This design comes from an exercise in tuning for small area on the open sky130 flow, not from production work. Only simulation tests tie the RTL to the original design; equivalence was not proved. The flow treats the clock pin as an ideal source, which a real chip does not have. No activity file was given, so power comes from the tool's default toggle rates.

==> module davis_240, before the edit <==
module davis_240(
input wire clk,
input wire rst,
input wire[8:0]AER_bus,
input wire REQ,
input wire SEL,
input wire ts_load,
input wire [31:0]ts_value,
output wire ACK,
output wire [31:0]data_out,
output reg [31:0]data_out_time
    );
reg [6:0] presc;
wire presc_end = ~presc[5] & ~presc[4] & ~presc[3] & ~presc[2] & ~presc[0];
wire presc_clr = rst | ts_load | presc_end;
wire [6:0] presc_nxt = {presc[5:0], presc[5] ^ presc[6]};
always @(posedge clk)
    presc <= presc_clr ? 7'd100 : presc_nxt;
reg [31:0] time_stamp;
wire e_ld   = ts_load & ~rst;
wire e_keep = ~ts_load & ~rst;
wire [32:0] ts_c;
wire [31:0] ts_s;
wire [31:0] ts_d;
wire lo_ones = &time_stamp[11:0];
assign ts_c[0] = presc_end;
genvar i;
generate for (i = 0; i < 32; i = i + 1) begin : g_ts
    if (i == 11 || i == 31) begin : g_x
        assign ts_s[i] = time_stamp[i] ^ ts_c[i];
        assign ts_c[i+1] = (i == 11) ? (presc_end & lo_ones) : 1'b0;
    end else begin : g_h
        davis_240_ha u_ha(.a(time_stamp[i]), .b(ts_c[i]), .s(ts_s[i]), .co(ts_c[i+1]));
    end
    davis_240_ao22 u_mx(.a(e_ld), .b(ts_value[i]), .c(e_keep), .d(ts_s[i]), .y(ts_d[i]));
end endgenerate
always @(posedge clk)
    time_stamp <= ts_d;
reg [5:0] st;
reg xsel;
reg ack;
reg x_done;
reg [7:0] y_addr;
reg [16:0] dout;
wire st_wait  = ~st[5] & ~st[4] & ~st[3] & ~st[0];
wire st_get   = ~st[4] & ~st[3] & ~st[2] & st[1] & ~st[0];
wire st_send1 = ~st[5] & ~st[4] & ~st[3] & st[2] & ~st[1];
wire st_end   = ~st[5] & ~st[3] & st[2] & ~st[1] & ~st[0];
wire st_clr   = rst | st_end;
wire go       = st_wait & ~REQ;
wire [5:0] st_nxt = {st[4], st[3], (st[2]) | go, st[1], st[0], st[0] ^ st[5]};
always @(posedge clk)
    st <= st_nxt & {6{~st_clr}};
always @(posedge clk)
    if (st_wait) xsel <= SEL;
wire idle_req = st_wait & REQ;
always @(posedge clk) begin
    ack    <= rst | idle_req | (ack & ~st_send1);
    x_done <= ~rst & ((st_get & xsel) | (x_done & ~idle_req));
end
wire ld_y = st_get & ~xsel;
wire e_y  = ld_y & ~rst;
wire h_y  = ~ld_y & ~rst;
wire [7:0] y_d;
generate for (i = 0; i < 8; i = i + 1) begin : g_y
    davis_240_ao22 u_mx(.a(e_y), .b(AER_bus[i]), .c(h_y), .d(y_addr[i]), .y(y_d[i]));
end endgenerate
always @(posedge clk)
    y_addr <= y_d;
wire ld_o = st_get & xsel & ~x_done;
wire e_o  = ld_o & ~rst;
wire h_o  = ~ld_o & ~rst;
wire [16:0] dout_n = {AER_bus[8:0], y_addr};
wire [16:0] dout_d;
wire [31:0] dot_d;
generate for (i = 0; i < 17; i = i + 1) begin : g_do
    davis_240_ao22 u_mx(.a(e_o), .b(dout_n[i]), .c(h_o), .d(dout[i]), .y(dout_d[i]));
end
for (i = 0; i < 32; i = i + 1) begin : g_dt
    davis_240_ao22 u_mx(.a(e_o), .b(time_stamp[i]), .c(h_o), .d(data_out_time[i]), .y(dot_d[i]));
end endgenerate
always @(posedge clk) begin
    dout <= dout_d;
    data_out_time <= dot_d;
end
assign ACK = ack;
assign data_out = {15'd0, dout};
endmodule
==> flow/config.mk <==
export PLATFORM = sky130hd
export DESIGN_NAME = davis_240
export DESIGN_NICKNAME = davis_240
export VERILOG_FILES = /design/flow/design.v
export SDC_FILE = /design/flow/constraint.sdc
export NUM_CORES = 4
export LEC_CHECK = 0
export CAP_MARGIN = 0
export CORE_MARGIN = 2
export CORE_UTILIZATION = 70
export SLEW_MARGIN = 0
export SYNTH_HIERARCHICAL = 1
export SYNTH_MINIMUM_KEEP_SIZE = 0
==> flow/constraint.sdc <==
create_clock -name core_clock -period 5.0 [get_ports {clk}]
set_input_delay 1.0000 -clock core_clock [delete_from_list [all_inputs] [get_ports {clk}]]
set_output_delay 1.0000 -clock core_clock [all_outputs]
set_load 0.01 [all_outputs]
standard.sh (not shown) runs the stock make flow with config.mk's settings and CLKGATE_MAP_FILE= SYNTH_SCRIPT=/design/flow/synth_recipe.tcl, a recipe that flattens the netlist after the stock synthesis.
==> flow/flow/run.sh <==
#!/bin/bash
# Own layout flow: the standard ORFS flow, with
#  - port buffers of the smallest buffer cell (buf_1) instead of the default choice,
#  - one tie cell for all constant outputs,
#  - a clock tree without dummy loads whose buffers are then shrunk while the
#    register clock-pin slew stays low (flow/clk_shrink.tcl).
set -euo pipefail
here=$(pwd)
bash standard.sh \
  "BUFFER_PORTS_ARGS=-buffer_cell sky130_fd_sc_hd__buf_1" \
  "SKIP_REPAIR_TIE_FANOUT=1" \
  "POST_CTS_TCL=$here/flow/clk_shrink.tcl" \
  "CTS_ARGS=-sink_clustering_enable -repair_clock_nets -dont_use_dummy_load -buf_list sky130_fd_sc_hd__clkbuf_8 -root_buf sky130_fd_sc_hd__clkbuf_8" \
  finish > flow_make.log 2>&1
==> flow/flow/clk_shrink.tcl <==
# Shrink clock buffers while the worst register clock-pin slew stays under a limit.
proc my_worst_clk_slew {} {
  set worst 0
  foreach pin [get_pins -hierarchical */CLK] {
    set s [get_property $pin slew_max]
    if {$s > $worst} { set worst $s }
  }
  return $worst
}
set limit [expr {[info exists ::env(CLK_SLEW_LIMIT)] ? $::env(CLK_SLEW_LIMIT) : 0.100}]
estimate_parasitics -placement
puts "clock slew before shrink: [my_worst_clk_slew]"
set bufs {}
foreach inst [[ord::get_db_block] getInsts] {
  if {[string match "sky130_fd_sc_hd__clkbuf_*" [[$inst getMaster] getName]]} { lappend bufs [$inst getName] }
}
# leaves first, the root last
foreach pass {1 2} {
foreach name $bufs {
  set inst [get_cells $name]
  set orig [get_property [get_lib_cells -of_objects $inst] name]
  foreach size {1 2 4 8} {
    set cell sky130_fd_sc_hd__clkbuf_$size
    if {$cell eq $orig} break
    replace_cell $inst $cell
    estimate_parasitics -placement
    if {[my_worst_clk_slew] <= $limit} {
      puts "clock buffer $name: $orig -> $cell"
      break
    }
    replace_cell $inst $orig
    estimate_parasitics -placement
  }
}
}
puts "clock slew after shrink: [my_worst_clk_slew]"
The starting point finished clean.
Change:
--- a/flow/design.v
+++ b/flow/design.v
@@ -26,17 +26,17 @@
 wire e_ld   = ts_load & ~rst;
 wire e_keep = ~ts_load & ~rst;
 wire [32:0] ts_c;
 wire [31:0] ts_s;
 wire [31:0] ts_d;
-wire lo_ones = &time_stamp[11:0];
+wire lo_ones = &time_stamp[15:0];
 assign ts_c[0] = presc_end;
 genvar i;
 generate for (i = 0; i < 32; i = i + 1) begin : g_ts
-    if (i == 11 || i == 31) begin : g_x
+    if (i == 15 || i == 31) begin : g_x
         assign ts_s[i] = time_stamp[i] ^ ts_c[i];
-        assign ts_c[i+1] = (i == 11) ? (presc_end & lo_ones) : 1'b0;
+        assign ts_c[i+1] = (i == 15) ? (presc_end & lo_ones) : 1'b0;
     end else begin : g_h
         davis_240_ha u_ha(.a(time_stamp[i]), .b(ts_c[i]), .s(ts_s[i]), .co(ts_c[i+1]));
     end
     davis_240_ao22 u_mx(.a(e_ld), .b(ts_value[i]), .c(e_keep), .d(ts_s[i]), .y(ts_d[i]));
 end endgenerate
What happened: Total power climbs by 0.36%. Combinational power climbs by about 3%. Count of clock-buffer cells in the layout is unchanged. Worst setup slack gets better by 0.80 ns. Clock skew hardly moves. Via count rose by 2.7%. Cell area barely changes. Synthesized area increases by 0.31%. Non-clock buffer count stays the same. Global-route usage is higher by 2.8 points. Register-to-register slack is better by 0.80 ns.

==> afterwards: timing with drivers on the ports <==
In the flow no input, the clock included, has a driving cell. The finished layouts below were timed again as built, in two steps. Step 1: set_driving_cell puts a clkbuf_16 on clk and a buf_2 on each other input, an assumption about the parent block. Step 2 times the ports against the registers' clock, not the clock port: input delays grow and output delays shrink by t, the midpoint of the rising clock arrivals with the driver on. a / b / c = ideal / step 1 / step 2; a / b = the first two.
run	shift t [ns]	setup WS [ns]	slew at the worst register clock pin (ns)
the first run	0.544	0.385 / 0.385 / 0.385	0.10 / 0.10
the second run	0.540	1.182 / 1.182 / 1.182	0.09 / 0.09
After both steps setup and hold are still met in every run listed.
